From an optimization exercise on the open Yosys and OpenROAD flow, aimed at small area and a short achievable clock period; shortcuts taken in it are not production practice. Where RTL was checked, it was by simulation tests only, not by an equivalence proof against the original. The flow treats the clock pin as an ideal source, which a real chip does not have. Power and IR drop assume default switching activity.

== v55 ==
// simple_cpu
module simple_cpu (clk, rst, instruction, regfile_a, regfile_b, regfile_c, regfile_d);
export LEC_CHECK = 0
export ABC_AREA = 0
export CAP_MARGIN = 20
export CORE_MARGIN = 2
export CORE_UTILIZATION = 70
export SETUP_SLACK_MARGIN = 2.4
export SLEW_MARGIN = 20
export TNS_END_PERCENT = 10
create_clock -name core_clock -period 4.0 [get_ports {clk}]
standard.sh (not shown) runs the stock make flow with config.mk's settings and CLKGATE_MAP_FILE= SYNTH_SCRIPT=/design/flow/synth_recipe.tcl, a recipe that flattens the netlist after the stock synthesis.
==> flow/flow/run.sh <==
#!/bin/bash
# The standard ORFS layout (standard.sh) with:
# - port buffers of buf_2 instead of the resizer's default delay cell;
# - CTS without dummy loads, built from clkbuf_8 in sink clusters of 16;
# - timing repair allowed to change a cell's footprint when sizing;
# - no full/half-adder cell extraction in synthesis (ABC maps the adder);
# - after CTS and after global routing, greedy gate sizing on the worst path
#   (post_cts.tcl, post_grt.tcl, gsize.tcl).
# Each tool's log stays under orfs/logs; make's own output goes to flow.log.
set -euo pipefail
export BUFFER_PORTS_ARGS="-buffer_cell sky130_fd_sc_hd__buf_2"
export CTS_ARGS="-sink_clustering_enable -repair_clock_nets -dont_use_dummy_load -buf_list sky130_fd_sc_hd__clkbuf_8 -sink_clustering_size 16 -sink_clustering_max_diameter 40"
export POST_CTS_TCL="$PWD/flow/post_cts.tcl"
export POST_GLOBAL_ROUTE_TCL="$PWD/flow/post_grt.tcl"
bash standard.sh MATCH_CELL_FOOTPRINT=0 ADDER_MAP_FILE= finish > flow.log 2>&1
==> flow/flow/gsize.tcl <==
set ::gs_est {estimate_parasitics -placement}
proc gs_estimate {} { eval $::gs_est }
# Greedy gate sizing on the worst setup path, run after CTS (placement
# parasitics). Each step tries every other drive strength of each cell on the
# current worst path and keeps the one change that most improves that path's
# endpoint slack without lowering the design's worst slack. Stops at the target
# slack, after max steps, or when no change helps.
proc gs_alts {inst} {
  set lc [$inst liberty_cell]
  if {$lc == "NULL"} { return {} }
  set n [get_name $lc]
  if {![regexp {^(sky130_fd_sc_hd__[a-z0-9]+)_([0-9]+)$} $n -> base drv]} { return {} }
  if {[string match "*clkbuf*" $base] || [string match "*clkinv*" $base] || [string match "*dlygate*" $base] || [string match "*clkdly*" $base]} { return {} }
  set out {}
  foreach c [get_lib_cells */${base}_*] {
    set cn [get_name $c]
    if {$cn != $n && [regexp "^${base}_\[0-9\]+\$" $cn]} { lappend out $cn }
  }
  return $out
}
proc gs_end_slack {pe} { return [$pe slack] }
proc gs_run {target max_steps} {
  set eps 1e-12
  set steps 0
  while {$steps < $max_steps} {
    set wns [sta::worst_slack_cmd max]
    if {$wns >= $target} { break }
    set pe [lindex [find_timing_paths -path_delay max -group_path_count 1] 0]
    set eppin [lindex [[$pe path] pins] 0]
    set ep_slack [$pe slack]
    set insts {}
    set epinst [sta::Pin_instance $eppin]
    set epname [get_full_name $eppin]
    foreach p [[$pe path] pins] {
      set inst [sta::Pin_instance $p]
      if {$inst == "NULL" || $inst == $epinst || [$inst liberty_cell] == "NULL"} { continue }
      if {[lsearch -exact $insts $inst] < 0} { lappend insts $inst }
    }
    set best_gain 0.0; set best_inst ""; set best_cell ""
    foreach inst $insts {
      set nm $inst
      set cur [get_name [$inst liberty_cell]]
      foreach alt [gs_alts $inst] {
        replace_cell $inst $alt
        gs_estimate
        set w2 [sta::worst_slack_cmd max]
        if {[catch {set s2 [get_property [sta::find_pin $epname] slack_max]} err]} { puts "ERR $err [get_full_name $inst] $alt"; set s2 -1000 }
        set s2 [expr {$s2 * 1e-9}]
        replace_cell $inst $cur
        set gain [expr {min($s2, 10.0) - $ep_slack}]
        if {$w2 >= $wns - $eps && $gain > $best_gain + 1e-12} {
          set best_gain $gain; set best_inst $nm; set best_cell $alt
        }
      }
    }
    if {$best_inst == ""} { break }
    replace_cell $best_inst $best_cell
    gs_estimate
    incr steps
  }
  puts "gsize: $steps changes, worst slack [sta::worst_slack_cmd max]"
}
==> flow/flow/post_grt.tcl <==
# After global routing: greedy drive-strength sizing on the worst setup path
# with global-route parasitics (gsize.tcl), then legalize and reroute the
# changed nets incrementally.
source [file join [file dirname [info script]] gsize.tcl]
set ::gs_est {estimate_parasitics -global_routing}
global_route -start_incremental
estimate_parasitics -global_routing
puts "post_grt: worst slack before [sta::worst_slack_cmd max]"
gs_run 2.6e-9 300
detailed_placement
global_route -end_incremental
estimate_parasitics -global_routing
puts "post_grt: worst slack after [sta::worst_slack_cmd max]"
Other scripts of this flow, unchanged in this note and not shown: flow/flow/post_cts.tcl
Edits applied to the flow inputs when going from v55 to v8:
-- flow/config.mk --
<<< v55, line 10
export CORE_MARGIN = 2
export CORE_UTILIZATION = 70
export SETUP_SLACK_MARGIN = 2.4
export SLEW_MARGIN = 20
>>> v8, line 10
export CORE_MARGIN = 2
export CORE_UTILIZATION = 65
export SETUP_SLACK_MARGIN = 2.5
export SLEW_MARGIN = 20
v55 and v8 ended up with nearly the same global-route wire length before repair.
Re final critical path time including I/O delays and setup: v8 is 0.013 ns down on v55.
Compared with v55, v8 shows placed instance count that has gone up slightly.
Input-level comparison between v47 and v8:
-- flow/config.mk --
<<< v8, line 10
export CORE_MARGIN = 2
export CORE_UTILIZATION = 65
export SETUP_SLACK_MARGIN = 2.5
>>> v47, line 10
export CORE_MARGIN = 2
export CORE_UTILIZATION = 70
export SETUP_SLACK_MARGIN = 2.5
Findings:
Compared with v8, v47 shows a global routing met1 resource utilization that is 2.9 points higher. Placeable core region (higher): v8. v47 vs v8, most crowded layer after global routing: met2 vs met1. Height of the die in v47 is 3.5% lower than in v8.
Edits applied to the flow inputs when going from v47 to v44:
-- flow/flow/run.sh --
<<< v47, line 6
# - no full/half-adder cell extraction in synthesis (ABC maps the adder);
# - after CTS and after global routing, greedy gate sizing on the worst path
#   (post_cts.tcl, post_grt.tcl, gsize.tcl).
# Each tool's log stays under orfs/logs; make's own output goes to flow.log.
>>> v44, line 6
# - no full/half-adder cell extraction in synthesis (ABC maps the adder);
# - after CTS, greedy gate sizing on the worst path (post_cts.tcl, gsize.tcl).
# Each tool's log stays under orfs/logs; make's own output goes to flow.log.
<<< v47, line 13
export POST_CTS_TCL="$PWD/flow/post_cts.tcl"
export POST_GLOBAL_ROUTE_TCL="$PWD/flow/post_grt.tcl"
bash standard.sh MATCH_CELL_FOOTPRINT=0 ADDER_MAP_FILE= finish > flow.log 2>&1
>>> v44, line 12
export POST_CTS_TCL="$PWD/flow/post_cts.tcl"
bash standard.sh MATCH_CELL_FOOTPRINT=0 ADDER_MAP_FILE= finish > flow.log 2>&1
-- flow/flow/gsize.tcl --
<<< v47, line 1
set ::gs_est {estimate_parasitics -placement}
proc gs_estimate {} { eval $::gs_est }
# Greedy gate sizing on the worst setup path, run after CTS (placement
>>> v44, line 1
# Greedy gate sizing on the worst setup path, run after CTS (placement
<<< v47, line 44
        replace_cell $inst $alt
        gs_estimate
        set w2 [sta::worst_slack_cmd max]
>>> v44, line 42
        replace_cell $inst $alt
        estimate_parasitics -placement
        set w2 [sta::worst_slack_cmd max]
<<< v47, line 57
    replace_cell $best_inst $best_cell
    gs_estimate
    incr steps
>>> v44, line 55
    replace_cell $best_inst $best_cell
    estimate_parasitics -placement
    incr steps
removed: flow/flow/post_grt.tcl
Notes after the runs:
v44: done, clean on timing, DRC and antenna
Between v47 and v44, the difference in fraction of power spent switching nets is negligible.
v47 and v44 ended up with nearly the same total chip power.
On total area of multi-input combinational cells, v44 tracks v47 almost exactly.
No run of this note included a check of the RTL's function; only the layout flow was run.

* * *

The RTL this note starts from:
==> flow/design.v <==
module alu (clk, operand_a, operand_b, cin, en, result, lo_next, hi_next);
    input clk;
    input [7:0] operand_a, operand_b;
    input cin, en;
    output reg [7:0] result;
    output [3:0] lo_next;
    output [7:0] hi_next;
    wire [7:0] p = operand_a ^ operand_b;
    wire [7:0] g = operand_a & operand_b;
    wire G10 = g[1] | (p[1] & g[0]), P10 = p[1] & p[0];
    wire G32 = g[3] | (p[3] & g[2]), P32 = p[3] & p[2];
    wire G54 = g[5] | (p[5] & g[4]), P54 = p[5] & p[4];
    wire G64 = g[6] | (p[6] & G54),  P64 = p[6] & P54;
    wire G52 = G54 | (P54 & G32),    P52 = P54 & P32;
    wire G62 = G64 | (P64 & G32),    P62 = P64 & P32;
    wire [7:0] c;
    assign c[0] = cin;
    assign c[1] = g[0] | (p[0] & cin);
    assign c[2] = G10 | (P10 & cin);
    assign c[3] = g[2] | (p[2] & c[2]);
    assign c[4] = G32 | (P32 & c[2]);
    assign c[5] = g[4] | (p[4] & c[4]);
    assign c[6] = G52 | (P52 & c[2]);
    assign c[7] = G62 | (P62 & c[2]);
    wire [7:0] sum = p ^ c;
    always @(posedge clk)
        result <= en ? sum : 8'd0;
    wire [1:0] s_lo = sum[1:0];
    assign lo_next = en ? (4'b0001 << s_lo) : 4'b0001;
    wire [2:0] s0 = operand_a[4:2] + operand_b[4:2];
    wire [7:0] d0 = 8'b00000001 << s0;
    wire [7:0] d1 = {d0[6:0], d0[7]};
    assign hi_next = en ? (c[2] ? d1 : d0) : 8'b00000001;
endmodule
module reg_mem (lo_next, hi_next, data_in, wen, clk, data_out);
    input [3:0] lo_next;
    input [7:0] hi_next;
    input [7:0] data_in;
    input wen;
    input clk;
    output reg [7:0] data_out;
    reg [255:0] mem_bits;
    reg [3:0] rlo;
    reg [7:0] rhi;
    wire [7:0] rd [0:32];
    assign rd[0] = 8'd0;
    always @(posedge clk) begin
        rlo <= lo_next;
        rhi <= hi_next;
    end
    genvar k;
    generate
        for (k = 0; k < 32; k = k + 1) begin : word
            wire hit = rlo[k % 4] & rhi[k / 4];
            always @(posedge clk)
                if (wen & hit)
                    mem_bits[8*k +: 8] <= data_in;
            assign rd[k+1] = rd[k] | ({8{hit}} & mem_bits[8*k +: 8]);
        end
    endgenerate
    always @(posedge clk)
        data_out <= wen ? 8'd0 : rd[32];
endmodule
module CU (clk, rst, instr, result, data_out, operand1, operand_b, store_data,
           alu_cin, alu_en, w_r, regfile_a, regfile_b, regfile_c, regfile_d);
    input clk, rst;
    input [19:0] instr;
    input [7:0] result, data_out;
    output reg [7:0] operand1, operand_b, store_data;
    output reg alu_cin, alu_en, w_r;
    output reg [7:0] regfile_a, regfile_b, regfile_c, regfile_d;
    reg s_reset, s_decode, s_execute, s_mem, s_wb;
    reg sel1;
    reg [7:0] regfile [0:3];
    wire [1:0] t = instr[19:18];
    wire is_std = ~t[1] & t[0];
    wire is_load = t[1] & ~t[0];
    wire is_store = t[1] & t[0];
    wire ld_any = ~s_reset;
    wire ld_std = ~s_reset & ~s_mem;
    wire load = t[1] ? ld_any : (t[0] & ld_std);
    wire [7:0] x1 = regfile[instr[17:16]];
    wire [7:0] x2 = regfile[instr[15:14]];
    wire [7:0] x3 = regfile[instr[13:12]];
    wire s_reset_nx = rst | (s_reset & (t == 2'b00));
    wire sel1_nx = s_reset ? 1'b0 : (load ? is_std : sel1);
    wire [7:0] result2 = sel1 ? result : data_out;
    wire wb = s_wb & (is_std | is_load);
    always @(posedge clk) begin
        if (load) begin
            operand1 <= is_store ? x1 : x2;
            operand_b <= (is_std ? x3 : instr[11:4]) ^ {8{instr[0]}};
            store_data <= x2;
            alu_cin <= instr[0];
        end
        sel1 <= sel1_nx;
        if (s_reset)
            alu_en <= 1'b0;
        else if (load)
            alu_en <= (instr[3:1] == 3'b000);
        if (rst | s_reset)
            w_r <= 1'b0;
        else if (load)
            w_r <= is_store;
        if (s_reset) begin
            regfile[0] <= 8'd0;
            regfile[1] <= 8'd1;
            regfile[2] <= 8'd2;
            regfile[3] <= 8'd3;
        end else if (wb)
            regfile[instr[17:16]] <= result2;
        if (rst) begin
            regfile_a <= 8'd0;
            regfile_b <= 8'd0;
            regfile_c <= 8'd0;
            regfile_d <= 8'd0;
        end else if (s_execute) begin
            regfile_a <= regfile[0];
            regfile_b <= regfile[1];
            regfile_c <= regfile[2];
            regfile_d <= regfile[3];
        end
        s_reset <= s_reset_nx;
        s_decode <= ~rst & ((s_reset & (t != 2'b00)) | (s_mem & is_store) | s_wb);
        s_execute <= ~rst & s_decode;
        s_mem <= ~rst & s_execute & ~is_std;
        s_wb <= ~rst & ((s_execute & is_std) | (s_mem & ~is_store));
    end
endmodule
`timescale 1ns / 1ps
module simple_cpu (clk, rst, instruction, regfile_a, regfile_b, regfile_c, regfile_d);
    input clk, rst;
    input [19:0] instruction;
    output [7:0] regfile_a, regfile_b, regfile_c, regfile_d;
    wire [7:0] operand1, operand_b, store_data, result, data_out;
    wire [3:0] lo_next;
    wire [7:0] hi_next;
    wire alu_cin, alu_en, w_r;
    alu alu1 (clk, operand1, operand_b, alu_cin, alu_en, result, lo_next, hi_next);
    reg_mem data_memory (lo_next, hi_next, store_data, w_r, clk, data_out);
    CU CU1 (clk, rst, instruction, result, data_out, operand1, operand_b, store_data,
            alu_cin, alu_en, w_r, regfile_a, regfile_b, regfile_c, regfile_d);
endmodule
Settings: LEC_CHECK=0, ABC_AREA=0, CAP_MARGIN=20, CORE_MARGIN=2, CORE_UTILIZATION=70, SETUP_SLACK_MARGIN=2.6, SLEW_MARGIN=20, TNS_END_PERCENT=10; clock period 4.0 ns.
==> flow/flow/run.sh <==
#!/bin/bash
# The standard ORFS layout (standard.sh) with:
# - port buffers of buf_2 instead of the resizer's default delay cell;
# - CTS without dummy loads, built from clkbuf_8 in sink clusters of 16;
# - timing repair allowed to change a cell's footprint when sizing;
# - no full/half-adder cell extraction in synthesis (ABC maps the adder).
# Each tool's log stays under orfs/logs; make's own output goes to flow.log.
set -euo pipefail
export BUFFER_PORTS_ARGS="-buffer_cell sky130_fd_sc_hd__buf_2"
export CTS_ARGS="-sink_clustering_enable -repair_clock_nets -dont_use_dummy_load -buf_list sky130_fd_sc_hd__clkbuf_8 -sink_clustering_size 16 -sink_clustering_max_diameter 40"
bash standard.sh MATCH_CELL_FOOTPRINT=0 ADDER_MAP_FILE= finish > flow.log 2>&1
The first run finished with timing, DRC and antenna clean.
Rerun with:
--- a/flow/flow/run.sh
+++ b/flow/flow/run.sh
@@ -4 +4 @@
-# - CTS without dummy loads, built from clkbuf_8 in sink clusters of 16;
+# - CTS without dummy loads, built from clkbuf_16 in sink clusters of 32;
@@ -10 +10 @@
-export CTS_ARGS="-sink_clustering_enable -repair_clock_nets -dont_use_dummy_load -buf_list sky130_fd_sc_hd__clkbuf_8 -sink_clustering_size 16 -sink_clustering_max_diameter 40"
+export CTS_ARGS="-sink_clustering_enable -repair_clock_nets -dont_use_dummy_load -buf_list sky130_fd_sc_hd__clkbuf_16 -sink_clustering_size 32 -sink_clustering_max_diameter 80"
SETUP_SLACK_MARGIN = 2.5   (was 2.6)
Outcome:
- final cell count came out lower by a few percent
- maximum frequency came out higher slightly
- worst hold slack loses 0.033 ns
- cell area came out lower by a few percent
- clock skew came out lower by 0.041 ns
- via count came out lower by a few percent
- worst setup slack gains 0.020 ns
Rerun with:
--- a/flow/flow/run.sh
+++ b/flow/flow/run.sh
@@ -4 +4 @@
-# - CTS without dummy loads, built from clkbuf_16 in sink clusters of 32;
+# - CTS without dummy loads, built from clkbuf_8 in sink clusters of 16;
@@ -10 +10 @@
-export CTS_ARGS="-sink_clustering_enable -repair_clock_nets -dont_use_dummy_load -buf_list sky130_fd_sc_hd__clkbuf_16 -sink_clustering_size 32 -sink_clustering_max_diameter 80"
+export CTS_ARGS="-sink_clustering_enable -repair_clock_nets -dont_use_dummy_load -buf_list sky130_fd_sc_hd__clkbuf_8 -sink_clustering_size 16 -sink_clustering_max_diameter 40"
CORE_UTILIZATION = 75   (was 70)
- The changed run ran to the end with no violations
- clock power grows by roughly a tenth
- power increases by a few percent
- die area came out lower by a few percent
- count of clock-buffer cells in the layout grows by 20
- cell count went up by a few percent
- worst hold slack got worse by 0.019 ns
- global-route usage rises by 4.3 points
- synthesized area stays the same
- sequential cell count is unchanged
- maximum frequency fell by a few percent
Rerun with:
CORE_UTILIZATION = 70   (was 75)
Total power decreases by 1.3%.
Design area decreases by 2.2%.
First-iteration DRC count decreases by 20%.
Count of clock-buffer cells in the layout increases by 3.
Rerun with:
--- a/flow/flow/run.sh
+++ b/flow/flow/run.sh
@@ -4 +4 @@
-# - CTS without dummy loads, built from clkbuf_8 in sink clusters of 16;
+# - CTS without dummy loads, built from clkbuf_16 in sink clusters of 24;
@@ -10 +10 @@
-export CTS_ARGS="-sink_clustering_enable -repair_clock_nets -dont_use_dummy_load -buf_list sky130_fd_sc_hd__clkbuf_8 -sink_clustering_size 16 -sink_clustering_max_diameter 40"
+export CTS_ARGS="-sink_clustering_enable -repair_clock_nets -dont_use_dummy_load -buf_list sky130_fd_sc_hd__clkbuf_16 -sink_clustering_size 24 -sink_clustering_max_diameter 70"
=> The new run finished with timing, DRC and antenna clean; utilization goes up by 0.51 points; power is about the same; fmax went down by 2.3%; wire length went up by 2.5%; die area does not change; setup slack got worse by 0.042 ns; non-clock buffer count came out higher by 10; synthesized cell count stays the same.
Rerun with:
--- a/flow/flow/run.sh
+++ b/flow/flow/run.sh
@@ -4 +4 @@
-# - CTS without dummy loads, built from clkbuf_16 in sink clusters of 24;
+# - CTS without dummy loads, built from clkbuf_8 in sink clusters of 16;
@@ -10 +10 @@
-export CTS_ARGS="-sink_clustering_enable -repair_clock_nets -dont_use_dummy_load -buf_list sky130_fd_sc_hd__clkbuf_16 -sink_clustering_size 24 -sink_clustering_max_diameter 70"
+export CTS_ARGS="-sink_clustering_enable -repair_clock_nets -dont_use_dummy_load -buf_list sky130_fd_sc_hd__clkbuf_8 -sink_clustering_size 16 -sink_clustering_max_diameter 40"
SETUP_SLACK_MARGIN = 2.4   (was 2.5)
Setup slack loses 0.023 ns.
Synthesized cell count is unchanged.
Combinational power goes down by about 2%.
Global-route usage drops by 1.8 points.
Total power came out higher by 0.50%.
Fmax drops by 1.2%.
Clock-buffer cell count rose by 20.
Core utilization went down by 1.6 points.
Hold slack is worse by 0.0044 ns.
Register-to-register slack is worse by 0.02 ns.

## static timing again, ports no longer ideal
How much do the figures lean on ideal ports? The routed layouts below were timed once more, with nothing changed but the port constraints. Step 1, drivers: a clkbuf_16 drives clk and a buf_2 each remaining input, both assumed. Step 2 also shifts input and output timing later by t, the mid clock arrival at the registers, as if the neighbouring blocks saw the same clock. Three values: ideal, step 1, step 2; two values: the first two.
run | shift t [ns] | setup slack, ns | hold WS [ns] | worst register clock-pin slew, ns | pins driven straight from the clock port
v55 | 0.585 | 2.156 / 2.148 / 1.648 | 0.464 / 0.464 / 0.464 | 0.10 / 0.10 | 1
v8 | 0.575 | 2.169 / 2.166 / 1.661 | 0.446 / 0.446 / 0.446 | 0.10 / 0.10 | 1
v47 | 0.588 | 2.125 / 2.125 / 1.700 | 0.448 / 0.448 / 0.448 | 0.10 / 0.10 | 1
v44 | 0.585 | 2.110 / 2.110 / 1.711 | 0.448 / 0.448 / 0.448 | 0.10 / 0.10 | 1
the first run of note 2 | 0.565 | 2.155 / 2.155 / 1.699 | 0.467 / 0.467 / 0.467 | 0.10 / 0.10 | 1
the second run of note 2 | 0.554 | 2.175 / 2.160 / 1.701 | 0.433 / 0.433 / 0.433 | 0.12 / 0.12 | 1
the third run of note 2 | 0.593 | 2.076 / 2.076 / 1.682 | 0.414 / 0.436 / 0.446 | 0.10 / 0.10 | 1
the fourth run of note 2 | 0.568 | 2.206 / 2.163 / 1.715 | 0.445 / 0.447 / 0.447 | 0.09 / 0.09 | 1
the fifth run of note 2 | 0.574 | 2.164 / 2.164 / 1.695 | 0.450 / 0.450 / 0.450 | 0.10 / 0.10 | 1
the sixth run of note 2 | 0.603 | 2.141 / 2.117 / 1.656 | 0.446 / 0.446 / 0.446 | 0.11 / 0.11 | 1
After both steps setup and hold are still met in every run listed.
